Background: an optimization exercise with open tools, aiming at small area. Do not read the settings as production practice.
Only simulation tests tie the RTL to the original design; equivalence was not proved.
The flow treats the clock pin as an ideal source. Dropping or thinning the clock tree relies on that and would not hold on a real chip.
Power and IR drop assume default switching activity.

`flow/design.v`:
```
module lcd_top (clk, rs, rw, en, dat, led, rst);
 input clk;
 output [7:0] dat;
 output rs, rw, en;
 output led;
 input rst;
 localparam [6:0] OFF = 7'd120;    
 localparam [6:0] IDLE = OFF - 7'd1;  
 localparam [6:0] LAST = OFF + 7'd71;
 reg [3:0] s;       
 reg [6:0] p;       
 reg [2:0] c;       
 reg [19:0] B;      
 reg [3:0] D;       
 wire tick = (s == 4'd7);
 wire cnt = (c == 3'd7);
 wire [3:0] d0 = B[3:0], d1 = B[7:4], d2 = B[11:8], d3 = B[15:12], d4 = B[19:16];
 function [3:0] inc10; input [3:0] x; inc10 = (x[3] & x[0]) ? 4'd0 : x + 4'd1; endfunction
 wire e1 = d0[3] & d0[0];
 wire e2 = e1 & d1[3] & d1[0];
 wire e3 = e2 & d2[3] & d2[0];
 wire e4 = e3 & d3[3] & d3[0];
 wire z0 = (d0 == 0), z1 = (d1 == 0), z2 = (d2 == 0), z3 = (d3 == 0);
 wire ph123 = (c == 3'd1) | (c == 3'd2) | (c == 3'd3);
 reg [3:0] sel;
 reg [1:0] dec;
 always @* begin
  case (p)
   OFF+7'd3: begin sel = d4; dec = {1'b0, z0 & z1 & z2 & z3}; end
   OFF+7'd4: begin sel = d3; dec = {1'b0, (c != 3'd7) & z0 & z1 & z2}; end
   OFF+7'd5: begin sel = d2; dec = {1'b0, (c != 3'd7) & (c != 3'd6) & z0 & z1}; end
   OFF+7'd7: begin sel = d1; dec = {1'b0, ph123 & z0}; end
   default: begin sel = d0; dec = ph123 ? 2'd2 : 2'd1; end
  endcase
 end
 wire [4:0] diff = {1'b0, sel} - {3'b0, dec};
 wire [3:0] dnext = diff[4] ? diff[3:0] + 4'd10 : diff[3:0];
 always @(posedge clk) begin
  if (!rst) begin
   s <= 0; p <= IDLE; c <= 0; B <= 0;
  end else begin
   s <= s + 4'd1;
   if (tick) p <= (p == LAST) ? OFF : p + 7'd1;
   c <= cnt ? 3'd1 : c + 3'd1;
   if (cnt) begin
    B[3:0] <= inc10(d0);
    if (e1) B[7:4] <= inc10(d1);
    if (e2) B[11:8] <= inc10(d2);
    if (e3) B[15:12] <= inc10(d3);
    if (e4) B[19:16] <= inc10(d4);
   end
  end
 end
 always @(posedge clk)
  if (tick) D <= dnext;
 reg [8:0] o;
 always @* begin
  case (p)
   OFF+7'd0: o = 9'h030;
   OFF+7'd1: o = 9'h00C;
   OFF+7'd2: o = 9'h006;
   OFF+7'd3: o = 9'h030;
   OFF+7'd7: o = 9'h12E;
   OFF+7'd10: o = 9'h120;
   OFF+7'd11: o = 9'h153;
   OFF+7'd12: o = 9'h154;
   OFF+7'd13: o = 9'h14F;
   OFF+7'd14: o = 9'h150;
   OFF+7'd15: o = 9'h157;
   OFF+7'd16: o = 9'h141;
   OFF+7'd17: o = 9'h154;
   OFF+7'd18: o = 9'h143;
   OFF+7'd19: o = 9'h148;
   OFF+7'd20: o = 9'h090;
   OFF+7'd21: o = 9'h120;
   OFF+7'd22: o = 9'h120;
   OFF+7'd23: o = 9'h120;
   OFF+7'd24: o = 9'h149;
   OFF+7'd25: o = 9'h16E;
   OFF+7'd26: o = 9'h163;
   OFF+7'd27: o = 9'h172;
   OFF+7'd28: o = 9'h165;
   OFF+7'd29: o = 9'h16D;
   OFF+7'd30: o = 9'h165;
   OFF+7'd31: o = 9'h16E;
   OFF+7'd32: o = 9'h174;
   OFF+7'd33: o = 9'h165;
   OFF+7'd34: o = 9'h164;
   OFF+7'd35: o = 9'h120;
   OFF+7'd36: o = 9'h120;
   OFF+7'd37: o = 9'h088;
   OFF+7'd38: o = 9'h120;
   OFF+7'd39: o = 9'h120;
   OFF+7'd40: o = 9'h145;
   OFF+7'd41: o = 9'h156;
   OFF+7'd42: o = 9'h145;
   OFF+7'd43: o = 9'h152;
   OFF+7'd44: o = 9'h159;
   OFF+7'd45: o = 9'h120;
   OFF+7'd46: o = 9'h12A;
   OFF+7'd47: o = 9'h131;
   OFF+7'd48: o = 9'h130;
   OFF+7'd49: o = 9'h12A;
   OFF+7'd50: o = 9'h120;
   OFF+7'd51: o = 9'h14D;
   OFF+7'd52: o = 9'h153;
   OFF+7'd53: o = 9'h120;
   OFF+7'd54: o = 9'h098;
   OFF+7'd55: o = 9'h17E;
   OFF+7'd56: o = 9'h156;
   OFF+7'd57: o = 9'h165;
   OFF+7'd58: o = 9'h172;
   OFF+7'd59: o = 9'h169;
   OFF+7'd60: o = 9'h16C;
   OFF+7'd61: o = 9'h16F;
   OFF+7'd62: o = 9'h167;
   OFF+7'd63: o = 9'h120;
   OFF+7'd64: o = 9'h169;
   OFF+7'd65: o = 9'h173;
   OFF+7'd66: o = 9'h120;
   OFF+7'd67: o = 9'h166;
   OFF+7'd68: o = 9'h175;
   OFF+7'd69: o = 9'h16E;
   OFF+7'd70: o = 9'h17E;
   OFF+7'd71: o = 9'h002;
   OFF+7'd4, OFF+7'd5, OFF+7'd6, OFF+7'd8, OFF+7'd9: o = {5'b1_0011, D};
   default: o = 9'h000;
  endcase
 end
 assign rs = o[8];
 assign dat = o[7:0];
 assign en = s[3];
 assign rw = 1'b0;
 assign led = !rst;
endmodule
```
`flow/flow/run.sh`:
```
#!/bin/bash
# Own layout flow: the standard synthesis, then the combinational logic of
# that netlist re-mapped by ABC for area (registers kept as they are, same
# names and cells), then the standard layout from floorplan to finish.
set -euo pipefail
W=$PWD
F=$W/flow
R=$W/orfs/results/$FLOW_PLATFORM/lcd_top/base
LIB=$FLOW_HOME/platforms/$FLOW_PLATFORM/lib/sky130_fd_sc_hd__tt_025C_1v80.lib

# 1. standard synthesis
bash standard.sh synth > $W/log_synth_std.txt 2>&1
cp $R/1_2_yosys.v $W/netlist_std.v

# 2. area re-mapping of the combinational logic
DU=$(sed -n '/DONT_USE_CELLS += /,/^$/p' $FLOW_HOME/platforms/$FLOW_PLATFORM/config.mk \
     | grep -o 'sky130_fd_sc_hd__[a-z0-9_]*' | sed 's/^/-dont_use /' | tr '\n' ' ')
FFS=$(grep -o 'sky130_fd_sc_hd__[a-z0-9_]*' $W/netlist_std.v | sort -u | grep -E '__(e?dfxtp|dfrtp|dfstp|dfbbp|edfxbp|dfxbp|sdf)' | tr '\n' ' ' || true)
sed -e "s|@LIB@|$LIB|g" -e "s|@DU@|$DU|g" -e "s|@FFS@|$FFS|g" -e "s|@IN@|$W/netlist_std.v|g" \
    -e "s|@OUT@|$W/netlist_reopt.v|g" -e "s|@ABC@|$F/area.abc|g" -e "s|@STAT@|$W/reopt_stat.txt|g" \
    $F/reopt.ys > $W/reopt.ys
yosys -s $W/reopt.ys > $W/log_reopt.txt 2>&1
cp $W/netlist_reopt.v $R/1_2_yosys.v
rm -f $R/1_synth.odb $R/1_synth.sdc

# 3. standard layout from the re-mapped netlist
bash standard.sh "BUFFER_PORTS_ARGS=-buffer_cell sky130_fd_sc_hd__buf_1" finish > $W/log_layout.txt 2>&1
```
`flow/flow/area.abc`:
```
strash
&get -n
&deepsyn -T 120
&put
dch
map -a
topo
```
`flow/flow/reopt.ys`:
```
read_liberty -ignore_miss_func @LIB@
blackbox @FFS@
read_verilog @IN@
hierarchy -top lcd_top
flatten
delete t:$scopeinfo
opt -purge
abc -liberty @LIB@ @DU@ -script @ABC@
opt_clean -purge
setundef -zero
hilomap -singleton -hicell sky130_fd_sc_hd__conb_1 HI -locell sky130_fd_sc_hd__conb_1 LO
insbuf -buf sky130_fd_sc_hd__buf_4 A X
opt_clean -purge
read_liberty -lib @LIB@
tee -o @STAT@ stat -liberty @LIB@
write_verilog -noattr @OUT@
```
`flow/standard.sh`:
```
#!/bin/bash
# synth_recipe.tcl (not shown) runs the flow's synth.tcl, then flattens the netlist and writes it again
# the make line also repeats each setting of config.mk as NAME=value (left out here)
make -C /OpenROAD-flow-scripts/flow DESIGN_CONFIG=/design/flow/config.mk WORK_HOME=/design/flow/orfs CLKGATE_MAP_FILE= SYNTH_SCRIPT=/design/flow/synth_recipe.tcl "${@:-finish}"
```
`flow/config.mk`:
```
export PLATFORM = sky130hd
export DESIGN_NAME = lcd_top
export DESIGN_NICKNAME = lcd_top
export VERILOG_FILES = /design/flow/design.v
export SDC_FILE = /design/flow/constraint.sdc
export NUM_CORES = 4
export LEC_CHECK = 0
export CAP_MARGIN = 20
export CORE_MARGIN = 2
export CORE_UTILIZATION = 65
export PLACE_DENSITY = 0.75
export SLEW_MARGIN = 20
```
`flow/constraint.sdc`:
```
create_clock -name core_clock -period 10.0 [get_ports {clk}]
set_input_delay 2.0000 -clock core_clock [delete_from_list [all_inputs] [get_ports {clk}]]
set_output_delay 2.0000 -clock core_clock [all_outputs]
set_load 0.01 [all_outputs]
```
==> summary.txt, run 1 <==
# IOs: 14
Synth Instances: 334
P_sw: 66.5 uW
outcome: timing/DRC/antenna clean
CTS resizes: 0
# DRC: 0
CTS Sinks: 38
starting density of the core: 0.670
Hold Violations, Final: 0
clk root buf: clkbuf_4
Worst Skew: 0.00930 ns
fillers: 282
Setup TNS: 0 ns
clock power share: 0.345
synthesis-to-layout area growth: 7.34%
wire per inst: 14.8 um
internal power: 196 uW
worst hold path class: flop to flop
first-pass GRT wire length: 10.3 mm
Pins Over Slew Limit: 0
initial antenna violation count: 0
Post-Route Utilization: 0.719
GR Util All Layers: 0.331
die area: 3870 um^2
H-Tree Depth: 2
fraction of layout cells with a size suffix above 1: 0.0312
synthesized area per cell: 6.59 um^2
grt total ovfl: 0
Pleak: 0.000835 uW
vias post-DR: 2386
CP top delay family: compound AO/OA/AOI/OAI gates
Clock Pin Slew Worst Setup and Hold Paths: 0.12 ns
CP required: 8.00 ns
Sw Ratio: 0.254
Max-slew headroom: 0.489
TritonCTS Buffers: 5
Post-CTS Setup Bufs: 0
CTS Buffer Depth: 2
core area: 3280 um^2
Final min period: 8.30 ns
ANT cells: 0
Die Span X: 62.2 um
hold-fix buffers at CTS: 0
number of max-cap violations: 0
Fmax: 120 MHz
Die H: 62.2 um
largest net degree at the start of global routing: 19
clk latency of the worst-skew pair: 0.36 ns
crit-path max FO: 12
worst IR drop on VDD: 0.0000890 V
power density over the cells: 111 nW/um^2
synth warn: 1
row count: 21
DP Wirelength: 4.56 mm
reg2reg setup slack: 3.84 ns
Final nets: 354
DR vias/cell: 5.98
syn_nets: 336
Routed Wire Length: 5.89 mm
cell area after synthesis: 2200 um^2
Reg power frac: 0.601
Logic pwr share: 0.054
CP endpoint kind: output port
worst hold path startpoint: s[0]
RSZ-0062 raised after global routing: no
FF-to-FF Start: p[0]
vias in the first global route: 2261
Starting DRT DRC Count: 187
Worst Tran Pin Value: 0.767 ns
Final ANT Viol Nets: 0
Critical-path top delay cell: dfxtp_1
CP peak stage delay: 0.57 ns
CTS tree: built
Tcrit/Tclk final: 0.830
worst path bufs/invs: 6
Crit Path Category: flop to output port
WP data arrival: 6.30 ns
Worst setup SP type: flop
1st-pass router iterations: 5
Worst Setup SP: p[0]
# setup viols final: 0
Buffers on Ports: 12
routability cong.: 1.05
-- power by group through the flow --
stage	Combinational (uW)	Sequential [uW]	Clock, uW
after CTS	13.9	157	91.3
after global placement	13.6	161	0
after detailed placement	13.8	161	0
after global routing	16.2	158	98.3
final	14.1	157	90.5
after floorplan	10.2	160	0
-- worst paths after layout --
check | to | cells after the start
setup / recovery | dat[4] | 28
hold / removal | s[0] | 1
setup reg to reg | D[3] | 27
hold reg to reg | s[0] | 1
-- metrics by stage --
stage	worst slack (ns)	power [uW]	std cells	hold slack [ns]	area, um^2
after global routing	1.02	272	399	0.479	2360
after floorplan	3.34	171	334	0.409	2200
final	1.70	262	399	0.452	2360
after CTS	1.87	263	399	0.457	2360
after global placement	2.31	174	391	0.421	2290
after detailed placement	2.28	175	391	0.434	2290
-- sequential cells by signal (all words and copies together), names as in the netlist --
name	count
B	20
D	4
c	3
p	7
s	4
-- routing by layer --
metal / global-route usage / up-vias / part of all wire
met1: 0.428 / 1041 / 0.42
met2: 0.523 / 146 / 0.45
met5: 0 / - / 0
li1: - / 1173 / -
met4: 0.133 / 0 / 0.039
met3: 0.0960 / 26 / 0.093
-- worst reg2reg max path, stage by stage, from the launching register on --
cell and delay (ns):
dfxtp_1 0.57, clkinv_1 0.34, nor2_1 0.27, clkinv_1 0.19, nor3_1 0.36, a31oi_1 0.11
nand3_1 0.17, clkinv_1 0.09, a21oi_1 0.22, nand2_1 0.13, o311ai_0 0.54, a21oi_1 0.19
a2111oi_0 0.51, o21ai_0 0.15, nand2_1 0.09, o21ai_0 0.14, nand2_1 0.08, o21ai_0 0.07
or2b_2 0.17, nand2_1 0.07, clkinv_1 0.05, nand2_1 0.09, clkinv_1 0.13, a21boi_0 0.11
a2111oi_0 0.52, a21oi_1 0.16, nor3_1 0.29, xor2_1 0.11
-- final cells by class --
cell class | count | area, um^2 | share of cell area
multi-input cells | 238 | 1180 | 0.499
clock buffers | 6 | 51.3 | 0.0217
repair buffers | 12 | 45.0 | 0.0191
clock inverters | 2 | 15.0 | 0.00636
well taps | 46 | 57.6 | 0.0244
flip-flops and latches | 38 | 801 | 0.339
inverters | 57 | 214 | 0.0906
-- cells in the final DEF (no fill, tap or decap), types with 2 or more instances in the layout --
master / n
nor2_1: 73
nand2_1: 46
a31oi_1: 4
a211oi_1: 2
o41ai_1: 2
edfxtp_1: 4
nor3_1: 14
o22ai_1: 2
nor4_1: 3
o21a_1: 2
o21ai_0: 32
a21oi_1: 16
nand3_1: 9
a32o_1: 2
o221ai_1: 3
nor3b_1: 3
clkinv_1: 57
o211ai_1: 6
a2111oi_0: 2
dfxtp_1: 34
clkbuf_4: 5
buf_1: 12
a22oi_1: 5
==> inputs of run 2 (changes only) <==
--- a/flow/design.v
+++ b/flow/design.v
@@ -15,24 +15,21 @@
  wire tick = (s == 4'd7);
- wire cnt = (c == 3'd7);
+ wire idle = p[6] & ~p[3];    
  wire [3:0] d0 = B[3:0], d1 = B[7:4], d2 = B[11:8], d3 = B[15:12], d4 = B[19:16];
  function [3:0] inc10; input [3:0] x; inc10 = (x[3] & x[0]) ? 4'd0 : x + 4'd1; endfunction
- wire e1 = d0[3] & d0[0];
- wire e2 = e1 & d1[3] & d1[0];
- wire e3 = e2 & d2[3] & d2[0];
- wire e4 = e3 & d3[3] & d3[0];
- wire z0 = (d0 == 0), z1 = (d1 == 0), z2 = (d2 == 0), z3 = (d3 == 0);
- wire ph123 = (c == 3'd1) | (c == 3'd2) | (c == 3'd3);
- reg [3:0] sel;
- reg [1:0] dec;
+ function [3:0] dec10; input [3:0] x; dec10 = (x == 4'd0) ? 4'd9 : x - 4'd1; endfunction
+ wire z0 = (d0 == 4'd0), z1 = (d1 == 4'd0), z2 = (d2 == 4'd0), z3 = (d3 == 4'd0);
+ wire t3 = (c == 3'd3) & ~idle;
+ wire t5 = (c == 3'd5) & ~idle;
+ wire t6 = (c == 3'd6) & ~idle;
+ wire t7 = (c == 3'd7) & ~idle;
+ reg [3:0] dnext;
  always @* begin
   case (p)
-   OFF+7'd3: begin sel = d4; dec = {1'b0, z0 & z1 & z2 & z3}; end
-   OFF+7'd4: begin sel = d3; dec = {1'b0, (c != 3'd7) & z0 & z1 & z2}; end
-   OFF+7'd5: begin sel = d2; dec = {1'b0, (c != 3'd7) & (c != 3'd6) & z0 & z1}; end
-   OFF+7'd7: begin sel = d1; dec = {1'b0, ph123 & z0}; end
-   default: begin sel = d0; dec = ph123 ? 2'd2 : 2'd1; end
+   OFF+7'd3: dnext = d4;
+   OFF+7'd4: dnext = d3;
+   OFF+7'd5: dnext = d2;
+   OFF+7'd7: dnext = d1;
+   default: dnext = dec10(d0);
   endcase
  end
- wire [4:0] diff = {1'b0, sel} - {3'b0, dec};
- wire [3:0] dnext = diff[4] ? diff[3:0] + 4'd10 : diff[3:0];
  always @(posedge clk) begin
@@ -43,10 +40,8 @@
    if (tick) p <= (p == LAST) ? OFF : p + 7'd1;
-   c <= cnt ? 3'd1 : c + 3'd1;
-   if (cnt) begin
-    B[3:0] <= inc10(d0);
-    if (e1) B[7:4] <= inc10(d1);
-    if (e2) B[11:8] <= inc10(d2);
-    if (e3) B[15:12] <= inc10(d3);
-    if (e4) B[19:16] <= inc10(d4);
-   end
+   c <= (c == 3'd7) ? 3'd1 : c + 3'd1;
+   if (t3) B[3:0] <= inc10(d0);
+   if (t3 & d0[3] & d0[0]) B[7:4] <= inc10(d1);
+   if (t5 & z0 & z1) B[11:8] <= inc10(d2);
+   if (t6 & z0 & z1 & z2) B[15:12] <= inc10(d3);
+   if (t7 & z0 & z1 & z2 & z3) B[19:16] <= inc10(d4);
   end
--- a/flow/flow/run.sh
+++ b/flow/flow/run.sh
@@ -8,2 +8,3 @@
 R=$W/orfs/results/$FLOW_PLATFORM/lcd_top/base
+DS_T=${DS_T:-240}
 LIB=$FLOW_HOME/platforms/$FLOW_PLATFORM/lib/sky130_fd_sc_hd__tt_025C_1v80.lib
@@ -18,6 +19,27 @@
 FFS=$(grep -o 'sky130_fd_sc_hd__[a-z0-9_]*' $W/netlist_std.v | sort -u | grep -E '__(e?dfxtp|dfrtp|dfstp|dfbbp|edfxbp|dfxbp|sdf)' | tr '\n' ' ' || true)
-sed -e "s|@LIB@|$LIB|g" -e "s|@DU@|$DU|g" -e "s|@FFS@|$FFS|g" -e "s|@IN@|$W/netlist_std.v|g" \
-    -e "s|@OUT@|$W/netlist_reopt.v|g" -e "s|@ABC@|$F/area.abc|g" -e "s|@STAT@|$W/reopt_stat.txt|g" \
-    $F/reopt.ys > $W/reopt.ys
-yosys -s $W/reopt.ys > $W/log_reopt.txt 2>&1
+# several ABC runs (seeds and mappers) in parallel; the smallest netlist is kept
+run_reopt() {  # $1 = tag, $2 = abc script
+  sed -e "s|@LIB@|$LIB|g" -e "s|@DU@|$DU|g" -e "s|@FFS@|$FFS|g" -e "s|@IN@|$W/netlist_std.v|g" \
+      -e "s|@OUT@|$W/netlist_reopt_$1.v|g" -e "s|@ABC@|$2|g" -e "s|@STAT@|$W/reopt_stat_$1.txt|g" \
+      $F/reopt.ys > $W/reopt_$1.ys
+  yosys -s $W/reopt_$1.ys > $W/log_reopt_$1.txt 2>&1 || true
+}
+for v in a b c d; do
+  case $v in
+    a) sed 's/@S@/0/; s/@T@/'$DS_T'/' $F/area_nf.abc > $W/area_$v.abc ;;
+    b) sed 's/@S@/1/; s/@T@/'$DS_T'/' $F/area_nf.abc > $W/area_$v.abc ;;
+    c) sed 's/@S@/2/; s/@T@/'$DS_T'/' $F/area_nf.abc > $W/area_$v.abc ;;
+    d) sed 's/@S@/0/; s/@T@/'$DS_T'/' $F/area_map.abc > $W/area_$v.abc ;;
+  esac
+  run_reopt $v $W/area_$v.abc &
+done
+wait
+best=""; bestA=1e18
+for v in a b c d; do
+  [[ -s $W/reopt_stat_$v.txt && -s $W/netlist_reopt_$v.v ]] || continue
+  A=$(grep 'Chip area' $W/reopt_stat_$v.txt | awk '{print $NF}')
+  if awk -v a=$A -v b=$bestA 'BEGIN{exit !(a<b)}'; then best=$v; bestA=$A; fi
+done
+echo "best reopt: $best $bestA" > $W/reopt_choice.txt
+if [[ -n "$best" ]]; then cp $W/netlist_reopt_$best.v $W/netlist_reopt.v; else cp $W/netlist_std.v $W/netlist_reopt.v; fi
 cp $W/netlist_reopt.v $R/1_2_yosys.v
@@ -26,2 +48,3 @@
 # 3. standard layout from the re-mapped netlist
-bash standard.sh "BUFFER_PORTS_ARGS=-buffer_cell sky130_fd_sc_hd__buf_1" finish > $W/log_layout.txt 2>&1
+CTS="-sink_clustering_enable -repair_clock_nets -sink_clustering_size 8 -buf_list sky130_fd_sc_hd__clkbuf_4 -dont_use_dummy_load"
+bash standard.sh "BUFFER_PORTS_ARGS=-buffer_cell sky130_fd_sc_hd__buf_1" "CTS_ARGS=$CTS" finish > $W/log_layout.txt 2>&1
==> flow/flow/area_map.abc (new file) <==
strash
&get -n
&deepsyn -T @T@ -S @S@
&put
dch
map -a
topo
==> flow/flow/area_nf.abc (new file) <==
strash
&get -n
&deepsyn -T @T@ -S @S@
&dch -f
&nf -R 1000 -p -C 32
&put
topo
--- a/flow/config.mk
+++ b/flow/config.mk
@@ -8,4 +8,4 @@
 export CAP_MARGIN = 20
-export CORE_MARGIN = 2
-export CORE_UTILIZATION = 65
+export CORE_AREA = 2.3 2.72 57.96 59.84
+export DIE_AREA = 0 0 60.26 62.56
 export PLACE_DENSITY = 0.75
removed: flow/flow/area.abc
==> run 2 against run 1 <==
  * Final area is 7.9% lower
  * Synthesized cell count is 19% lower
  * Global-route usage is 2.7 points lower
  * Critical path depth is 15 lower
  * Combinational power is 31% lower
  * Largest cell class unchanged
  * Largest power group unchanged
==> summary.txt, run 2 <==
wire per inst: 15.4 um
Synth Instances: 272
Max-slew headroom: 0.370
CP required: 8.00 ns
Die H: 62.6 um
synthesized area per cell: 7.50 um^2
Setup TNS: 0 ns
Pleak: 0.000797 uW
Largest regs: B (20), p (7)
CTS tree: built
Crit Path Category: flop to output port
worst IR drop on VDD: 0.000124 V
most frequent cells in the layout: nor2_1, nand2_1, dfxtp_1
Starting DRT DRC Count: 191
max reg flops: 20
fraction of layout cells with a size suffix above 1: 0.0174
Worst Tran Pin Value: 0.943 ns
ANT cells: 0
initial antenna violation count: 0
hold-fix buffers at CTS: 0
placed cells: 329
row count: 21
Post-CTS Setup Bufs: 0
Clock Pin Slew Worst Setup and Hold Paths: 0.10 ns
Worst Skew: 0.0153 ns
1st-pass router iterations: 5
vias in the first global route: 1899
outcome: timing/DRC/antenna clean
first-pass GRT wire length: 8.82 mm
RSZ-0062 raised after global routing: no
starting density of the core: 0.642
Worst Setup SP: p[0]
CTS Sinks: 38
Worst setup SP type: flop
CP endpoint kind: output port
clock power share: 0.290
vias post-DR: 2047
multi-input logic area: 1200 um^2
cell area after synthesis: 2040 um^2
Hold Violations, Final: 0
WP data arrival: 4.00 ns
Final ANT Viol Nets: 0
routability cong.: 0.951
Sw Ratio: 0.227
CTS Buffer Depth: 2
DP Wirelength: 3.78 mm
# IOs: 14
Largest Register: B
die area: 3770 um^2
Fmax: 167 MHz
clk latency of the worst-skew pair: 0.34 ns
synth warn: 1
syn_nets: 274
Tcrit/Tclk final: 0.600
DR vias/cell: 6.13
Routed Wire Length: 5.16 mm
P_sw: 53.7 uW
Final min period: 6.00 ns
Final nets: 292
clk root buf: clkbuf_4
crit-path max FO: 19
worst hold path class: flop to flop
synthesis-to-layout area growth: 6.50%
Buffers on Ports: 12
commonest non-fill, non-tap cell in the layout: nor2_1
core area: 3180 um^2
GR Util All Layers: 0.305
fin cells: 334
fillers: 261
Die Span X: 60.3 um
grt total ovfl: 0
# setup viols final: 0
# DRC: 0
final hold slack: 0.468 ns
CTS resizes: 0
FF-to-FF Start: p[0]
largest net degree at the start of global routing: 22
TritonCTS Buffers: 5
Pins Over Slew Limit: 0
internal power: 183 uW
Logic pwr share: 0.041
worst hold path startpoint: s[0]
register area: 801 um^2
power density over the cells: 109 nW/um^2
Reg power frac: 0.669
number of max-cap violations: 0
H-Tree Depth: 2
==> run 2: worst paths after layout <==
check / cells after the start / slack (ns) / end
worst min-delay path: 1 / 0.47 / s[0]
worst min register to register: 1 / 0.47 / s[0]
worst max register to register: 13 / 6.18 / D[2]
worst max-delay path: 13 / 4.00 / dat[1]
==> run 2: layout make-up <==
cell class                      count  share of cell area
Multi-Input combinational cell    224               0.552
Inverter                            9              0.0155
Sequential cell                    38               0.368
Tap cell                           46              0.0265
Timing Repair Buffer               12              0.0207
Clock buffer                        5              0.0173
==> run 2: per-stage QoR <==
step / total power [uW] / cell area [um^2] / utilization / worst slack (ns)
after detailed placement: 171 / 2140 / 0.672 / 4.44
final: 236 / 2170 / 0.684 / 4.00
after global placement: 171 / 2140 / 0.672 / 4.32
after CTS: 237 / 2170 / 0.684 / 4.06
after floorplan: 168 / 2040 / - / 5.02
after global routing: 246 / 2170 / 0.684 / 3.64
==> run 2: worst max-delay path, stage by stage, from the launching register on <==
cell and delay [ns]:
dfxtp_1 0.73, or2_0 0.24, nand2_1 0.15, a2111oi_0 0.55, o22ai_1 0.26, o21bai_1 0.27
nand3_1 0.11, o21ai_0 0.13, a22oi_1 0.39, a21oi_1 0.12, a31oi_1 0.19, a21boi_0 0.25
o21ai_0 0.14, buf_1 0.14
==> run 2: layer usage <==
layer	wire length, um	track usage
met3	490	0.0745
met5	0	0
met4	149	0.125
met1	2270	0.441
met2	2250	0.428
==> run 2: power groups by stage <==
stage	registers, uW	logic [uW]	clock network [uW]
finish	158	9.69	68.5
CTS	158	9.59	69.9
floorplan	161	6.88	0
global placement	161	9.46	0
global route	159	10.9	76.3
detailed placement	162	9.42	0
==> inputs of run 3 (changes only) <==
--- a/flow/flow/run.sh
+++ b/flow/flow/run.sh
@@ -26,9 +26,6 @@
 }
-for v in a b c d; do
-  case $v in
-    a) sed 's/@S@/0/; s/@T@/'$DS_T'/' $F/area_nf.abc > $W/area_$v.abc ;;
-    b) sed 's/@S@/1/; s/@T@/'$DS_T'/' $F/area_nf.abc > $W/area_$v.abc ;;
-    c) sed 's/@S@/2/; s/@T@/'$DS_T'/' $F/area_nf.abc > $W/area_$v.abc ;;
-    d) sed 's/@S@/0/; s/@T@/'$DS_T'/' $F/area_map.abc > $W/area_$v.abc ;;
-  esac
+# seeds of ABC's deepsyn; each run is deterministic for its seed and time
+SEEDS="9 2 5 10"
+for v in $SEEDS; do
+  sed 's/@S@/'$v'/; s/@T@/'$DS_T'/' $F/area_nf.abc > $W/area_$v.abc
   run_reopt $v $W/area_$v.abc &
@@ -37,3 +34,3 @@
 best=""; bestA=1e18
-for v in a b c d; do
+for v in $SEEDS; do
   [[ -s $W/reopt_stat_$v.txt && -s $W/netlist_reopt_$v.v ]] || continue
removed: flow/flow/area_map.abc
==> run 3 against run 2 <==
  * Combinational power is 9% higher
  * Area after synthesis fell by 0.12%
  * Worst hold slack better by 0.012 ns
  * Critical path depth is 1 lower
  * Synthesized cell count is 1.1% higher
  * Non-clock buffer count unchanged
  * Wire length rose by 0.60%
  * Clock power fell by 2%
  * Final area decreased by 0.12%
  * Count of clock-buffer cells in the layout is the same
  * Power is 0.27% lower
  * Die area is the same
  * Critical path type unchanged
  * Highest routed layer unchanged
==> summary.txt, run 3 <==
GR Util All Layers: 0.304
clk latency of the worst-skew pair: 0.34 ns
vias in the first global route: 1865
CTS tree: built
ANT cells: 0
RSZ-0062 raised after global routing: no
Final nets: 295
clk root buf: clkbuf_4
CP endpoint kind: output port
fin cells: 337
CTS Buffer Depth: 2
Largest regs: B (20), p (7)
CP required: 8.00 ns
Pleak: 0.000821 uW
DP Worst Slack: 4.78 ns
wire per inst: 15.4 um
Pins Over Slew Limit: 0
# DRC: 0
Die H: 62.6 um
DP Wirelength: 3.81 mm
TritonCTS Buffers: 5
Setup TNS: 0 ns
# setup viols final: 0
1st-pass router iterations: 6
Die Span X: 60.3 um
# IOs: 14
DR vias/cell: 6.27
row count: 21
grt total ovfl: 0
crit-path max FO: 17
Max-slew headroom: 0.444
number of max-cap violations: 0
synthesized area per cell: 7.41 um^2
syn_nets: 277
final instance area: 2170 um^2
die area: 3770 um^2
Final min period: 5.46 ns
Post-CTS Setup Bufs: 0
initial antenna violation count: 0
cell area after synthesis: 2040 um^2
Starting DRT DRC Count: 176
CTS resizes: 0
H-Tree Depth: 2
hold-fix buffers at CTS: 0
starting density of the core: 0.641
core area: 3180 um^2
worst IR drop on VDD: 0.000108 V
Hold Violations, Final: 0
most frequent cells in the layout: nor2_1, nand2_1, dfxtp_1
Worst Skew: 0.0193 ns
placed inst area: 2130 um^2
final worst slack: 4.54 ns
final hold slack: 0.481 ns
Clock Pin Slew Worst Setup and Hold Paths: 0.10 ns
Worst Tran Pin Value: 0.832 ns
worst hold path startpoint: s[0]
Buffers on Ports: 12
WP data arrival: 3.46 ns
Fmax: 183 MHz
worst hold path class: flop to flop
Routed Wire Length: 5.19 mm
Final ANT Viol Nets: 0
Worst setup SP type: flop
FF-to-FF Start: p[3]
power density over the cells: 109 nW/um^2
CTS Sinks: 38
Worst Setup SP: p[0]
largest net degree at the start of global routing: 25
Largest Register: B
Crit Path Category: flop to output port
outcome: timing/DRC/antenna clean
vias post-DR: 2112
max reg flops: 20
Synth Instances: 275
synth warn: 1
placed cells: 332
commonest non-fill, non-tap cell in the layout: nor2_1
fraction of layout cells with a size suffix above 1: 0.0172
synthesis-to-layout area growth: 6.51%
Tcrit/Tclk final: 0.546
routability cong.: 0.922
first-pass GRT wire length: 8.75 mm
## run 3: worst max-delay path: stages (launching register included)
cell and delay, ns:
dfxtp_1 0.71, clkinv_1 0.38, nor2_1 0.39, a211oi_1 0.19
nand2b_1 0.21, o21ai_0 0.15, or2_0 0.29, a21boi_0 0.34
nor2_1 0.07, nor2_1 0.10, nand2_1 0.06, nand4_1 0.09
buf_1 0.16
## run 3: path summary, 6_finish.rpt
check | slack (ns) | end | cells past startpoint
min reg2reg | 0.48 | s[0] | 1
max reg2reg | 7.41 | B[6] | 7
min | 0.48 | s[0] | 1
max | 4.54 | dat[0] | 12
## run 3: cell type report
type | instances | area, um^2
Clock buffer | 5 | 37.5
Fill cell | 289 | 1010
Inverter | 9 | 33.8
Multi-Input combinational cell | 227 | 1200
Sequential cell | 38 | 801
Tap cell | 46 | 57.6
Timing Repair Buffer | 12 | 45.0
## run 3: routing by layer
| metal | GRT usage | wire length (um) | vias up |
|---|---|---|---|
| met5 | 0 | 0 | - |
| met4 | 0.0972 | 76 | 0 |
| li1 | - | - | 1040 |
| met1 | 0.422 | 2320 | 972 |
| met2 | 0.467 | 2400 | 89 |
| met3 | 0.0642 | 395 | 11 |
## run 3: stage by stage
stage / power, uW / utilization
4_1_cts: 237 / 0.683
2_1_floorplan: 169 / -
5_1_grt: 246 / 0.683
6_report: 236 / 0.683
3_3_place_gp: 172 / 0.671
3_5_place_dp: 172 / 0.671
## run 3: power by group
part	total, uW	switching (uW)	internal [uW]
logic	10.6	6.96	3.65
registers	158	2.15	156
clock network	67.0	43.6	23.5
total	236	52.7	183
==> inputs of run 4 (changes only) <==
--- a/flow/flow/run.sh
+++ b/flow/flow/run.sh
@@ -8,3 +8,3 @@
 R=$W/orfs/results/$FLOW_PLATFORM/lcd_top/base
-DS_T=${DS_T:-240}
+DS_T=${DS_T:-20}
 LIB=$FLOW_HOME/platforms/$FLOW_PLATFORM/lib/sky130_fd_sc_hd__tt_025C_1v80.lib
@@ -46,2 +46,5 @@
 CTS="-sink_clustering_enable -repair_clock_nets -sink_clustering_size 8 -buf_list sky130_fd_sc_hd__clkbuf_4 -dont_use_dummy_load"
-bash standard.sh "BUFFER_PORTS_ARGS=-buffer_cell sky130_fd_sc_hd__buf_1" "CTS_ARGS=$CTS" finish > $W/log_layout.txt 2>&1
+ARGS=("BUFFER_PORTS_ARGS=-buffer_cell sky130_fd_sc_hd__buf_1" "CTS_ARGS=$CTS")
+bash standard.sh "${ARGS[@]}" cts > $W/log_layout_to_cts.txt 2>&1
+CTS_DB=$R/4_cts.odb CLK_PORT=clk openroad -no_init -exit $F/noroot.tcl > $W/log_noroot.txt 2>&1 || true
+bash standard.sh "${ARGS[@]}" finish > $W/log_layout.txt 2>&1
==> flow/flow/noroot.tcl (new file) <==
read_db $::env(CTS_DB)
set block [ord::get_db_block]
set clk [$block findNet $::env(CLK_PORT)]
set loads {}
foreach it [$clk getITerms] { lappend loads $it }
set done 0
if {[llength $loads] == 1} {
  set root [[lindex $loads 0] getInst]
  set master [[$root getMaster] getName]
  set out ""
  foreach it [$root getITerms] {
    if {[$it isOutputSignal]} { set out [$it getNet] }
  }
  if {[string match "sky130_fd_sc_hd__clkbuf_*" $master] && $out ne "" && $out ne "NULL"} {
    set sinks {}
    foreach it [$out getITerms] { if {[$it getInst] ne $root} { lappend sinks $it } }
    set allbuf 1
    foreach it $sinks { if {![string match "sky130_fd_sc_hd__clkbuf_*" [[[$it getInst] getMaster] getName]]} { set allbuf 0 } }
    if {[llength $sinks] <= 4 && $allbuf && [llength [$out getBTerms]] == 0} {
      foreach it $sinks { $it disconnect; $it connect $clk }
      odb::dbInst_destroy $root
      odb::dbNet_destroy $out
      set done 1
    }
  }
}
puts "noroot: removed root buffer: $done"
write_db $::env(CTS_DB)
==> run 4 against run 3 <==
  * Via count grew 3.7%
  * Critical path depth is 9 lower
  * Global-route usage down 0.97 points
  * Sequential share of layout area is 0.91 points lower
  * Final area rose by 2.5%
  * Sequential power rose by 6%
  * Maximum frequency fell by 1.1%
  * Highest routed layer unchanged
==> summary.txt, run 4 <==
CTS Sinks: 38
Synth Instances: 277
Critical-path top delay cell: clkinv_1
fraction of layout cells with a size suffix above 1: 0.0137
wire per inst: 15.3 um
Hold Violations, Final: 0
row count: 21
Final min period: 5.52 ns
cell area after synthesis: 2100 um^2
RSZ-0062 raised after global routing: no
WP data arrival: 3.52 ns
Worst Tran Pin Value: 0.888 ns
# DRC: 0
Routed Wire Length: 5.19 mm
Crit Path Category: input pin to output port
Max-slew headroom: 0.406
power density over the cells: 110 nW/um^2
1st-pass router iterations: 6
Setup TNS: 0 ns
Buffers on Ports: 12
fin cells: 338
Fmax: 181 MHz
Pins Over Slew Limit: 0
CP endpoint kind: output port
DP Wirelength: 3.78 mm
ANT cells: 0
die area: 3770 um^2
Pleak: 0.000778 uW
most frequent cells in the layout: nand2_1, nor2_1, dfxtp_1
initial antenna violation count: 0
most used cell, CP: buf_1
Final nets: 296
Die H: 62.6 um
worst IR drop on VDD: 0.000110 V
Starting DRT DRC Count: 238
synth warn: 1
synthesis-to-layout area growth: 5.96%
critical path cell sequence: buf_1 -> clkinv_1 -> buf_1
# IOs: 14
worst reg-to-reg path cell count: 9
synthesized area per cell: 7.58 um^2
number of max-cap violations: 0
max reg flops: 20
starting density of the core: 0.661
grt total ovfl: 0
Final ANT Viol Nets: 0
commonest non-fill, non-tap cell in the layout: nand2_1
vias post-DR: 2190
routability cong.: 1.07
core area: 3180 um^2
outcome: timing/DRC/antenna clean
CP peak stage delay: 0.65 ns
Largest Register: B
syn_nets: 279
vias in the first global route: 1903
CTS resizes: 0
first-pass GRT wire length: 8.74 mm
worst hold path class: flop to flop
GR Util All Layers: 0.294
hold-fix buffers at CTS: 0
crit-path max FO: 20
Hold Crit Depth: 1
placed cells: 334
Clock Pin Slew Worst Setup and Hold Paths: 0.09 ns
DR vias/cell: 6.48
CP required: 8.00 ns
fillers: 269
Worst setup SP type: input pin
# setup viols final: 0
clk latency of the worst-skew pair: 0.17 ns
Largest regs: B (20), p (7)
Post-CTS Setup Bufs: 0
Die Span X: 60.3 um
largest net degree at the start of global routing: 22
Tcrit/Tclk final: 0.552
Worst Skew: 0.0352 ns
-- run 4: cell type report --
| type | instances | area, um^2 | area share |
|---|---|---|---|
| Sequential cell | 38 | 801 | 0.360 |
| Tap cell | 46 | 57.6 | 0.0259 |
| Timing Repair Buffer | 12 | 45.0 | 0.0202 |
| Multi-Input combinational cell | 228 | 1250 | 0.564 |
| Clock buffer | 4 | 30.0 | 0.0135 |
| Inverter | 10 | 37.5 | 0.0169 |
-- run 4: per-layer routing --
layer / up-vias / wire length (um) / GRT usage
li1: 1083 / - / -
met1: 975 / 2400 / 0.440
met2: 120 / 2260 / 0.424
met3: 12 / 434 / 0.0600
met4: 0 / 95 / 0.0861
met5: - / 0 / 0
-- run 4: final timing paths --
kind / from / endpoint / slack, ns
worst max-delay path: rst / led / 4.48
worst min-delay path: s[0] / s[0] / 0.47
worst max register to register: p[3] / B[18] / 7.29
worst min register to register: s[0] / s[0] / 0.47
-- run 4: critical path: cells and delay by family --
kind / cells / cell delay [ns]
buffers and inverters: 3 / 1.51
-- run 4: power by group --
| group | switching [uW] | internal (uW) | leakage, uW | total (uW) |
|---|---|---|---|---|
| registers | 7.57 | 160 | 0.000311 | 168 |
| clock network | 36.2 | 19.2 | 0.0000184 | 55.4 |
| logic | 12.5 | 8.58 | 0.000448 | 21.1 |
-- run 4: per-stage QoR --
stage | hold WS, ns | power, uW | instance area [um^2] | setup WS (ns) | util
floorplan | 0.419 | 185 | 2100 | 5.66 | -
global placement | 0.437 | 191 | 2200 | 4.57 | 0.691
detailed placement | 0.438 | 192 | 2200 | 4.57 | 0.691
CTS | 0.468 | 258 | 2230 | 4.52 | 0.702
global route | 0.499 | 253 | 2230 | 4.37 | 0.700
finish | 0.470 | 244 | 2230 | 4.48 | 0.700
==> inputs of run 5 (changes only) <==
--- a/flow/flow/run.sh
+++ b/flow/flow/run.sh
@@ -8,3 +8,3 @@
 R=$W/orfs/results/$FLOW_PLATFORM/lcd_top/base
-DS_T=${DS_T:-20}
+DS_T=${DS_T:-240}
 LIB=$FLOW_HOME/platforms/$FLOW_PLATFORM/lib/sky130_fd_sc_hd__tt_025C_1v80.lib
==> run 5 against run 4 <==
  * Combinational power shrank 49%
  * Wire length shrank 0.31%
  * Die area is the same
  * Non-clock buffer count is the same
  * Area after synthesis shrank 3.0%
  * Sequential power shrank 6%
  * Clock skew shrank 0.013 ns
  * Flip-flop and latch count is the same
  * Synthesized cell count shrank 0.72%
  * Critical path depth grew 9
  * Critical path type is now flop to output port
  * Largest cell class unchanged
==> summary.txt, run 5 <==
Largest regs: B (20), p (7)
Reg power frac: 0.703
met3 Use GR: 0.0455
largest net degree at the start of global routing: 25
Final min period: 5.27 ns
wire per inst: 15.4 um
CTS resizes: 0
Die Span X: 60.3 um
routability cong.: 0.922
Clock Pin Slew Worst Setup and Hold Paths: 0.10 ns
Synth Instances: 275
outcome: timing/DRC/antenna clean
power density over the cells: 104 nW/um^2
M2 GR Usage: 0.467
Buffers on Ports: 12
Post-CTS Setup Bufs: 0
synthesized area per cell: 7.41 um^2
fraction of layout cells with a size suffix above 1: 0.0138
gr busiest metal: met2
grt total ovfl: 0
Routed Wire Length: 5.17 mm
number of max-cap violations: 0
CP endpoint kind: output port
CTS Sinks: 38
crit-path max FO: 17
core area: 3180 um^2
initial antenna violation count: 0
Global Route met1 Usage: 0.422
Starting DRT DRC Count: 159
max reg flops: 20
Logic pwr share: 0.047
Tcrit/Tclk final: 0.527
Die H: 62.6 um
Largest Register: B
synthesis-to-layout area growth: 6.14%
vias in the first global route: 1859
first-pass GRT wire length: 8.69 mm
Final ANT Viol Nets: 0
GR Util All Layers: 0.299
commonest non-fill, non-tap cell in the layout: nor2_1
vias post-DR: 2115
clock power share: 0.249
cell area after synthesis: 2040 um^2
Final nets: 294
1st-pass router iterations: 5
Pleak: 0.000817 uW
worst IR drop on VDD: 0.000109 V
Hold Violations, Final: 0
die area: 3770 um^2
Crit Path Category: flop to output port
final hold slack: 0.481 ns
# setup viols final: 0
Worst Tran Pin Value: 0.827 ns
row count: 21
DP Wirelength: 3.81 mm
Fmax: 190 MHz
syn_nets: 277
hold-fix buffers at CTS: 0
Pins Over Slew Limit: 0
CP required: 8.00 ns
internal power: 179 uW
most frequent cells in the layout: nor2_1, nand2_1, dfxtp_1
clk latency of the worst-skew pair: 0.17 ns
Worst setup SP type: flop
synth warn: 1
# IOs: 14
worst hold path class: flop to flop
DR vias/cell: 6.29
ANT cells: 0
P_sw: 46.0 uW
Sw Ratio: 0.205
WP data arrival: 3.27 ns
Worst Skew: 0.0220 ns
Max-slew headroom: 0.448
Setup TNS: 0 ns
# DRC: 0
RSZ-0062 raised after global routing: no
starting density of the core: 0.641
run 5: worst max-delay path, stage by stage (launching register included):
cell and delay, ns:
dfxtp_1 0.70, clkinv_1 0.37, nor2_1 0.38, a211oi_1 0.19, nand2b_1 0.21, o21ai_0 0.15, or2_0 0.29, a21boi_0 0.34
nor2_1 0.08, nor2_1 0.10, nand2_1 0.06, nand4_1 0.09, buf_1 0.16
run 5: final cells by class:
class,instances,area [um^2]
clock buffer,4,30.0
inverter,9,33.8
tap,46,57.6
fill,289,1020
timing repair buffer,12,45.0
sequential,38,801
multi-input combinational,227,1200
run 5: final timing paths:
kind	startpoint	end	cells past startpoint	slack (ns)
max	p[0]	dat[0]	12	4.73
min	s[1]	s[1]	1	0.48
max reg2reg	p[3]	B[6]	7	7.39
min reg2reg	s[1]	s[1]	1	0.48
run 5: routing by layer:
layer	part of all wire	routed length [um]
met5	0	0
met4	0.013	65
met3	0.073	377
met2	0.47	2410
met1	0.45	2320
run 5: through the flow:
stage | utilization | total power [uW] | instance area [um^2] | setup slack [ns] | cells
2_1_floorplan | - | 169 | 2040 | 5.61 | 275
3_3_place_gp | 0.671 | 172 | 2130 | 4.82 | 332
3_5_place_dp | 0.671 | 172 | 2130 | 4.78 | 332
4_1_cts | 0.683 | 237 | 2170 | 4.63 | 337
5_1_grt | 0.680 | 233 | 2160 | 4.39 | 336
6_report | 0.680 | 225 | 2160 | 4.73 | 336
run 5: power by group through the flow:
stage / Clock [uW] / Combinational, uW / Sequential (uW)
final: 56.0 / 10.7 / 158
after CTS: 68.3 / 10.5 / 158
after global placement: 0 / 10.4 / 161
after floorplan: 0 / 7.63 / 161
after detailed placement: 0 / 10.4 / 161
after global routing: 62.3 / 12.2 / 158
==> inputs of run 6 (changes only) <==
--- a/flow/design.v
+++ b/flow/design.v
@@ -17,4 +17,9 @@
  wire [3:0] d0 = B[3:0], d1 = B[7:4], d2 = B[11:8], d3 = B[15:12], d4 = B[19:16];
- function [3:0] inc10; input [3:0] x; inc10 = (x[3] & x[0]) ? 4'd0 : x + 4'd1; endfunction
- function [3:0] dec10; input [3:0] x; dec10 = (x == 4'd0) ? 4'd9 : x - 4'd1; endfunction
+ function [3:0] inc10; input [3:0] x;
+  inc10 = {(x[2] & x[1] & x[0]) | (x[3] & ~x[0]), x[2] ^ (x[1] & x[0]), (x[1] ^ x[0]) & ~x[3], ~x[0]};
+ endfunction
+ function [3:0] dec10; input [3:0] x;
+  dec10 = {~(x[3] | x[2] | x[1] | x[0]) | (x[3] & x[0]), (x[2] & (x[1] | x[0])) | (x[3] & ~x[0]),
+           ~(x[1] ^ x[0]) & (x[3] | x[2] | x[1]), ~x[0]};
+ endfunction
  wire z0 = (d0 == 4'd0), z1 = (d1 == 4'd0), z2 = (d2 == 4'd0), z3 = (d3 == 4'd0);
--- a/flow/flow/run.sh
+++ b/flow/flow/run.sh
@@ -27,3 +27,3 @@
 # seeds of ABC's deepsyn; each run is deterministic for its seed and time
-SEEDS="9 2 5 10"
+SEEDS="0 3 4 1"
 for v in $SEEDS; do
==> run 6 against run 5 <==
  * Utilization is 0.35 points lower
  * Largest power group unchanged
  * Area after synthesis is 0.55% lower
  * Synthesized cell count is 2.9% lower
  * Critical path depth is 2 higher
  * Clock skew is 0.0071 ns lower
  * Still clean
  * Via count is 2.9% lower
  * Cell count is 2.4% lower
  * Maximum frequency is 10% lower
==> summary.txt, run 6 <==
grt total ovfl: 0
ANT cells: 0
row count: 21
final worst slack: 4.14 ns
vias post-DR: 2053
synthesized area per cell: 7.59 um^2
Final min period: 5.86 ns
Max-slew headroom: 0.436
Pins Over Slew Limit: 0
hold-fix buffers at CTS: 0
Routed Wire Length: 5.25 mm
most frequent cells in the layout: nor2_1, dfxtp_1, nand2_1
starting density of the core: 0.638
Clock Pin Slew Worst Setup and Hold Paths: 0.11 ns
CP peak stage delay: 0.78 ns
CTS resizes: 0
Synth Instances: 267
synth warn: 1
Hold Violations, Final: 0
WP data arrival: 3.86 ns
1st-pass router iterations: 5
synthesis-to-layout area growth: 6.17%
fraction of layout cells with a size suffix above 1: 0.0142
vias in the first global route: 2028
Worst setup SP type: flop
most used cell, CP: o21ai_0
CTS Sinks: 38
largest net degree at the start of global routing: 21
worst hold path startpoint: c[2]
clk latency of the worst-skew pair: 0.17 ns
Starting DRT DRC Count: 186
Hold Crit Depth: 2
Tcrit/Tclk final: 0.586
Die Span X: 60.3 um
Fmax: 171 MHz
CP endpoint kind: output port
CP required: 8.00 ns
first-pass GRT wire length: 9.23 mm
power density over the cells: 105 nW/um^2
crit-path max FO: 20
syn_nets: 269
outcome: timing/DRC/antenna clean
# setup viols final: 0
Critical-path top delay cell: dfxtp_1
worst IR drop on VDD: 0.0000884 V
Worst Skew: 0.0149 ns
Post-CTS Setup Bufs: 0
Crit Path Category: flop to output port
core area: 3180 um^2
worst hold path class: flop to flop
# DRC: 0
RSZ-0062 raised after global routing: no
Final nets: 286
DP Wirelength: 3.82 mm
worst reg-to-reg path cell count: 8
reg2reg setup slack: 7.21 ns
commonest non-fill, non-tap cell in the layout: nor2_1
fillers: 271
Buffers on Ports: 12
DR vias/cell: 6.26
number of max-cap violations: 0
Die H: 62.6 um
Worst Hold End: c[2]
Final ANT Viol Nets: 0
FF-to-FF End: D[0]
Post-Route Utilization: 0.677
FF-to-FF Start: p[2]
initial antenna violation count: 0
wire per inst: 16.0 um
GR Util All Layers: 0.315
cell area after synthesis: 2030 um^2
# IOs: 14
Pleak: 0.000759 uW
critical path cell sequence: clkinv_1 -> a21oi_1 -> nor3_1 -> a21o_1 -> a21boi_0 -> nor2_1 -> o21ai_0 -> or2_0 -> a22o_1 -> a221o_1 -> nand2_1 -> o21ai_0 -> a211o_1 -> buf_1
Worst Tran Pin Value: 0.847 ns
DP Worst Slack: 4.46 ns
die area: 3770 um^2
routability cong.: 0.985
Setup TNS: 0 ns
[run 6: cell types whose count changed in the layout (fill, tap and decap cells not counted), moves of 3 or more]
cell,delta
o21ai_0,-3
and3_1,-3
a221o_1,+3
o211ai_1,+4
nand2_1,-4
nand3_1,-5
nor3b_1,+3
[run 6: area by class of cell]
| type | instances | area (um^2) | share of cell area |
|---|---|---|---|
| multi-input cells | 219 | 1180 | 0.551 |
| flip-flops and latches | 38 | 801 | 0.372 |
| well taps | 46 | 57.6 | 0.0267 |
| repair buffers | 12 | 45.0 | 0.0209 |
| inverters | 9 | 33.8 | 0.0157 |
| clock buffers | 4 | 30.0 | 0.0140 |
[run 6: worst max path at each step]
stage	from	end	slack, ns	depth (start not counted)
2_1_floorplan	p[3]	dat[1]	4.90	14
3_3_place_gp	rst	led	4.54	3
3_5_place_dp	rst	led	4.46	3
4_1_cts	p[1]	dat[1]	4.06	14
5_1_grt	p[1]	dat[1]	3.93	14
6_report	p[1]	dat[1]	4.14	14
[run 6: worst max-delay path, delay by kind of cell (launching register included)]
| kind | cells | cell delay [ns] |
|---|---|---|
| flip-flops | 1 | 0.78 |
| AND/OR/NAND/NOR | 4 | 0.72 |
| buffers and inverters | 2 | 0.43 |
| AO/OA/AOI/OAI | 8 | 1.76 |
[run 6: per-stage QoR]
step	instances	total power (uW)	area (um^2)	hold slack, ns
floorplan	267	169	2030	0.419
detailed placement	324	172	2120	0.451
finish	328	225	2150	0.469
CTS	329	237	2160	0.470
global route	328	234	2150	0.492
global placement	324	172	2120	0.436
[run 6: per-layer routing]
| metal | up-vias | global-route usage | share of wire |
|---|---|---|---|
| li1 | 1013 | - | - |
| met1 | 935 | 0.411 | 0.42 |
| met2 | 83 | 0.515 | 0.49 |
| met3 | 22 | 0.0497 | 0.061 |
| met4 | 0 | 0.114 | 0.032 |
| met5 | - | 0 | 0 |
[run 6: power by group]
group          internal, uW  total, uW  switching [uW]
registers               156        158            2.28
logic                  3.69       10.8            7.10
clock network          19.2       56.1            36.9
==> inputs of run 7 (changes only) <==
--- a/flow/design.v
+++ b/flow/design.v
@@ -20,7 +20,4 @@
  endfunction
- function [3:0] dec10; input [3:0] x;
-  dec10 = {~(x[3] | x[2] | x[1] | x[0]) | (x[3] & x[0]), (x[2] & (x[1] | x[0])) | (x[3] & ~x[0]),
-           ~(x[1] ^ x[0]) & (x[3] | x[2] | x[1]), ~x[0]};
- endfunction
- wire z0 = (d0 == 4'd0), z1 = (d1 == 4'd0), z2 = (d2 == 4'd0), z3 = (d3 == 4'd0);
+ wire n0 = d0[3] & d0[0];    
+ wire z1 = (d1 == 4'd0), z2 = (d2 == 4'd0), z3 = (d3 == 4'd0);
  wire t3 = (c == 3'd3) & ~idle;
@@ -36,3 +33,3 @@
    OFF+7'd7: dnext = d1;
-   default: dnext = dec10(d0);
+   default: dnext = d0;
   endcase
@@ -41,3 +38,3 @@
   if (!rst) begin
-   s <= 0; p <= IDLE; c <= 0; B <= 0;
+   s <= 0; p <= IDLE; c <= 0; B <= 20'h00009;
   end else begin
@@ -47,6 +44,6 @@
    if (t3) B[3:0] <= inc10(d0);
-   if (t3 & d0[3] & d0[0]) B[7:4] <= inc10(d1);
-   if (t5 & z0 & z1) B[11:8] <= inc10(d2);
-   if (t6 & z0 & z1 & z2) B[15:12] <= inc10(d3);
-   if (t7 & z0 & z1 & z2 & z3) B[19:16] <= inc10(d4);
+   if (t3 & d0[3] & ~d0[0]) B[7:4] <= inc10(d1);
+   if (t5 & n0 & z1) B[11:8] <= inc10(d2);
+   if (t6 & n0 & z1 & z2) B[15:12] <= inc10(d3);
+   if (t7 & n0 & z1 & z2 & z3) B[19:16] <= inc10(d4);
   end
--- a/flow/flow/run.sh
+++ b/flow/flow/run.sh
@@ -27,3 +27,3 @@
 # seeds of ABC's deepsyn; each run is deterministic for its seed and time
-SEEDS="0 3 4 1"
+SEEDS="0 4 5 6"
 for v in $SEEDS; do
==> run 7 against run 6 <==
  * Still clean
  * Setup slack worse by 2.5 ns
  * Sequential share of layout area is 0.065 points higher
  * Cell count shrank 1.5%
  * Combinational power down 5%
  * Highest routed layer unchanged
==> summary.txt, run 7 <==
Worst Skew: 0.0140 ns
clk latency of the worst-skew pair: 0.16 ns
initial antenna violation count: 0
Worst Setup SP: p[1]
CP required: 8.00 ns
Synth Instances: 261
outcome: timing/DRC/antenna clean
1st-pass router iterations: 5
CTS resizes: 0
synth warn: 1
routability cong.: 1.02
reg2reg setup slack: 4.27 ns
Buffers on Ports: 12
CP endpoint kind: output port
core area: 3180 um^2
Final ANT Viol Nets: 0
worst IR drop on VDD: 0.0000739 V
FF-to-FF End: p[6]
power density over the cells: 104 nW/um^2
worst hold path startpoint: s[0]
crit-path max FO: 19
Pleak: 0.000775 uW
vias post-DR: 1988
Tcrit/Tclk final: 0.837
worst hold path class: flop to flop
DP Wirelength: 3.54 mm
fraction of layout cells with a size suffix above 1: 0.0181
Setup TNS: 0 ns
ANT cells: 0
Hold Crit Depth: 1
fillers: 277
cell area after synthesis: 2020 um^2
Starting DRT DRC Count: 187
Worst Tran Pin Value: 0.641 ns
worst reg-to-reg path cell count: 23
die area: 3770 um^2
RSZ-0062 raised after global routing: no
Routed Wire Length: 4.83 mm
wire per inst: 14.9 um
first-pass GRT wire length: 8.21 mm
vias in the first global route: 1788
placed inst area: 2120 um^2
Pins Over Slew Limit: 0
Die Span X: 60.3 um
Post-CTS Setup Bufs: 0
Max-slew headroom: 0.572
hold-fix buffers at CTS: 0
syn_nets: 263
Post-Route Utilization: 0.676
Fmax: 119 MHz
Worst Hold End: s[0]
most frequent cells in the layout: nand2_1, dfxtp_1, a21oi_1
WP data arrival: 6.37 ns
final instance area: 2150 um^2
CTS Sinks: 38
number of max-cap violations: 0
Final min period: 8.37 ns
# setup viols final: 0
starting density of the core: 0.634
GR Util All Layers: 0.277
Hold Violations, Final: 0
Final nets: 281
Die H: 62.6 um
CP peak stage delay: 0.74 ns
Clock Pin Slew Worst Setup and Hold Paths: 0.09 ns
FF-to-FF Start: p[1]
synthesized area per cell: 7.72 um^2
Worst setup SP type: flop
# IOs: 14
synthesis-to-layout area growth: 6.58%
commonest non-fill, non-tap cell in the layout: nand2_1
row count: 21
grt total ovfl: 0
Critical-path top delay cell: dfxtp_1
DR vias/cell: 6.15
# DRC: 0
largest net degree at the start of global routing: 22
most used cell, CP: a21oi_1
Crit Path Category: flop to output port
==> run 7: cell type report <==
| type | count | area (um^2) | share of cell area |
|---|---|---|---|
| well taps | 46 | 57.6 | 0.0268 |
| inverters | 9 | 33.8 | 0.0157 |
| multi-input cells | 213 | 1170 | 0.546 |
| repair buffers | 13 | 52.6 | 0.0245 |
| clock buffers | 4 | 30.0 | 0.0140 |
| flip-flops and latches | 38 | 801 | 0.373 |
==> run 7: power breakdown <==
group          internal, uW  switching [uW]  total [uW]
sequential              156            2.30         158
combinational          3.58            6.69        10.3
clock                  19.2            36.7        55.9
total                   179            45.7         224
==> run 7: worst max path at each step <==
| stage | end | slack, ns |
|---|---|---|
| 2_1_floorplan | dat[1] | 2.90 |
| 3_3_place_gp | dat[1] | 2.01 |
| 3_5_place_dp | dat[1] | 2.04 |
| 4_1_cts | dat[1] | 1.64 |
| 5_1_grt | dat[1] | 1.16 |
| 6_report | dat[1] | 1.63 |
==> run 7: metal layers <==
layer | global-route usage | vias to the layer above | wire length, um
li1 | - | 993 | -
met4 | 0.0750 | 0 | 70
met5 | 0 | - | 0
met2 | 0.404 | 77 | 2120
met1 | 0.409 | 910 | 2320
met3 | 0.0642 | 8 | 312
==> run 7: per-stage QoR <==
stage                     total power, uW  instances  hold slack, ns  setup slack [ns]
after floorplan                       168        261           0.419              2.90
after global placement                172        319           0.433              2.01
after detailed placement              172        319           0.441              2.04
after CTS                             239        324           0.462              1.64
after global routing                  232        323           0.508              1.16
final                                 224        323           0.457              1.63
==> run 7: worst max-delay path, delay by kind of cell (launching register included) <==
kind	cells	cell delay (ns)
buf+inv	1	0.15
simple gates	10	1.96
compound gates	14	3.36
flops	1	0.74
==> inputs of run 8 (changes only) <==
--- a/flow/design.v
+++ b/flow/design.v
@@ -15,3 +15,2 @@
  wire tick = (s == 4'd7);
- wire idle = p[6] & ~p[3];    
  wire [3:0] d0 = B[3:0], d1 = B[7:4], d2 = B[11:8], d3 = B[15:12], d4 = B[19:16];
@@ -22,6 +21,6 @@
  wire z1 = (d1 == 4'd0), z2 = (d2 == 4'd0), z3 = (d3 == 4'd0);
- wire t3 = (c == 3'd3) & ~idle;
- wire t5 = (c == 3'd5) & ~idle;
- wire t6 = (c == 3'd6) & ~idle;
- wire t7 = (c == 3'd7) & ~idle;
+ wire t3 = (c == 3'd3);
+ wire t5 = (c == 3'd5);
+ wire t6 = (c == 3'd6);
+ wire t7 = (c == 3'd7);
  reg [3:0] dnext;
@@ -38,3 +37,3 @@
   if (!rst) begin
-   s <= 0; p <= IDLE; c <= 0; B <= 20'h00009;
+   s <= 0; p <= IDLE; c <= 0; B <= 20'h99998;
   end else begin
--- a/flow/flow/run.sh
+++ b/flow/flow/run.sh
@@ -27,3 +27,3 @@
 # seeds of ABC's deepsyn; each run is deterministic for its seed and time
-SEEDS="0 4 5 6"
+SEEDS="2 1 4 5"
 for v in $SEEDS; do
==> run 8 against run 7 <==
  * Highest routed layer unchanged
  * Die area stayed put
  * Wire length down 1.0%
  * Register-to-register slack improved by 1.2 ns
  * Largest power group unchanged
  * First-iteration DRC count decreased by 7.5%
  * Sequential power is 4% higher
  * Non-clock buffer count decreased by 1
  * Utilization decreased by 0.51 points
  * Clock power down 1%
  * Combinational power up 59%
  * Still clean
  * Area after synthesis is 0.43% lower
  * Flip-flop and latch count unchanged
  * Sequential share of layout area is 0.28 points higher
==> summary.txt, run 8 <==
synthesized area per cell: 7.72 um^2
row count: 21
crit-path max FO: 15
# IOs: 14
Final min period: 6.03 ns
placed inst area: 2100 um^2
1st-pass router iterations: 5
Die H: 62.6 um
Synth Instances: 260
commonest non-fill, non-tap cell in the layout: nor2_1
# DRC: 0
GR Util All Layers: 0.283
Worst Skew: 0.0166 ns
Final ANT Viol Nets: 0
Die Span X: 60.3 um
Max-slew headroom: 0.407
WP data arrival: 4.03 ns
Crit Path Category: flop to output port
starting density of the core: 0.631
ANT cells: 0
fraction of layout cells with a size suffix above 1: 0.0145
die area: 3770 um^2
P_sw: 52.3 uW
final instance area: 2130 um^2
worst IR drop on VDD: 0.0000817 V
Sw Ratio: 0.221
routability cong.: 1.00
CTS Sinks: 38
Critical-path top delay cell: dfxtp_1
power density over the cells: 111 nW/um^2
core area: 3180 um^2
Logic pwr share: 0.069
RSZ-0062 raised after global routing: no
syn_nets: 262
Clock Pin Slew Worst Setup and Hold Paths: 0.10 ns
DP Wirelength: 3.53 mm
CTS resizes: 0
internal power: 184 uW
largest net degree at the start of global routing: 22
clock power share: 0.234
critical path cell sequence: xnor2_1 -> nand2_1 -> a21oi_1 -> o21ai_0 -> nand2_1 -> o221ai_1 -> a31oi_1 -> nor4b_1 -> a211oi_1 -> o21a_1 -> a22oi_1 -> nand2_1 -> nand2_1 -> o21ai_0 -> nand3b_1 -> o221ai_1 -> buf_1
vias post-DR: 1958
Buffers on Ports: 12
initial antenna violation count: 0
vias in the first global route: 1806
hold-fix buffers at CTS: 0
outcome: timing/DRC/antenna clean
DR vias/cell: 6.10
CP endpoint kind: output port
wire per inst: 14.9 um
first-pass GRT wire length: 8.31 mm
synth warn: 1
synthesis-to-layout area growth: 6.23%
Tcrit/Tclk final: 0.603
Final nets: 279
Worst Tran Pin Value: 0.889 ns
Fmax: 166 MHz
clk latency of the worst-skew pair: 0.16 ns
worst hold path class: flop to flop
number of max-cap violations: 0
most frequent cells in the layout: nor2_1, nand2_1, dfxtp_1
Reg power frac: 0.697
Post-CTS Setup Bufs: 0
Worst setup SP type: flop
CP required: 8.00 ns
Starting DRT DRC Count: 173
grt total ovfl: 0
CP peak stage delay: 0.70 ns
Routed Wire Length: 4.78 mm
most used cell, CP: nand2_1
Hold Violations, Final: 0
cell area after synthesis: 2010 um^2
Pins Over Slew Limit: 0
Pleak: 0.000757 uW
Setup TNS: 0 ns
# setup viols final: 0
==> run 8: cell type report <==
| class | instances | area, um^2 |
|---|---|---|
| inverters | 9 | 33.8 |
| well taps | 46 | 57.6 |
| clock buffers | 4 | 30.0 |
| repair buffers | 12 | 45.0 |
| fillers | 294 | 1050 |
| flip-flops and latches | 38 | 801 |
| multi-input cells | 212 | 1160 |
==> run 8: per-layer routing <==
metal	part of all wire	wire, um	global-route usage	up-vias
met5	0	0	0	-
met4	0.022	107	0.0972	0
met3	0.062	298	0.0518	10
met2	0.42	2030	0.378	79
met1	0.49	2340	0.451	883
li1	-	-	-	986
==> run 8: final timing paths <==
kind                            start     end  slack [ns]  cells past startpoint
worst max-delay path             p[0]  dat[3]        3.97                     17
worst min-delay path             s[0]    s[0]        0.47                      1
worst max register to register   p[0]    D[2]        5.49                     15
worst min register to register   s[0]    s[0]        0.47                      1
==> run 8: metrics by stage <==
step	util	hold WS, ns	setup slack [ns]	std cells	total power, uW
global route	0.671	0.521	3.54	321	247
floorplan	-	0.419	4.84	260	179
finish	0.671	0.466	3.97	321	236
CTS	0.673	0.466	3.87	322	251
global placement	0.661	0.437	4.29	317	184
detailed placement	0.661	0.450	4.30	317	184
==> run 8: critical path: cells and delay by family, from the launching register on <==
| family | cells | cell delay, ns |
|---|---|---|
| AO/OA/AOI/OAI | 9 | 1.90 |
| AND/OR/NAND/NOR | 6 | 0.78 |
| flip-flops | 1 | 0.70 |
| XOR/XNOR | 1 | 0.31 |
| buffers and inverters | 1 | 0.18 |
==> run 8: power by group through the flow <==
stage               sequential [uW]  clock [uW]  combinational, uW
CTS                             165        69.8               16.4
finish                          165        55.2               16.4
global placement                168           0               15.8
detailed placement              168           0               16.2
global route                    166        62.1               19.0
floorplan                       166           0               12.6

separate check: timing with driven ports:
The results above use ideal ports. As a check the final layouts listed here were re-extracted and re-timed, cells and wires unchanged.
Step 1 sets driving cells, clkbuf_16 on the clock port and buf_2 on the other inputs (assumed; they add their load-dependent delay and slew).
Step 2 adds t to the input delays and takes it off the output delays; t is the mean of the earliest and latest rising clock arrival at the registers after step 1. Input paths then give back, and output paths get back, about the clock's delay inside the block.
a / b / c = ideal / step 1 / step 2; a / b = the first two.
run	t, ns	setup slack, ns	worst hold slack (ns)
run 1	0.382	1.701 / 1.678 / 2.060	0.452 / 0.452 / 0.452
run 2	0.359	3.995 / 3.970 / 4.330	0.468 / 0.468 / 0.468
run 3	0.360	4.536 / 4.510 / 4.728	0.481 / 0.481 / 0.481
run 4	0.199	4.476 / 4.451 / 4.451	0.470 / 0.470 / 0.470
run 5	0.203	4.725 / 4.682 / 4.712	0.481 / 0.481 / 0.481
run 6	0.201	4.141 / 4.098 / 4.299	0.469 / 0.469 / 0.469
run 7	0.200	1.629 / 1.586 / 1.786	0.457 / 0.457 / 0.457
run 8	0.196	3.967 / 3.926 / 4.121	0.466 / 0.466 / 0.466
After both steps setup and hold are still met in every run listed. The setup slack of run 4, which loses most, moves by -0.025 ns with the drivers and by -0.025 ns with both steps.
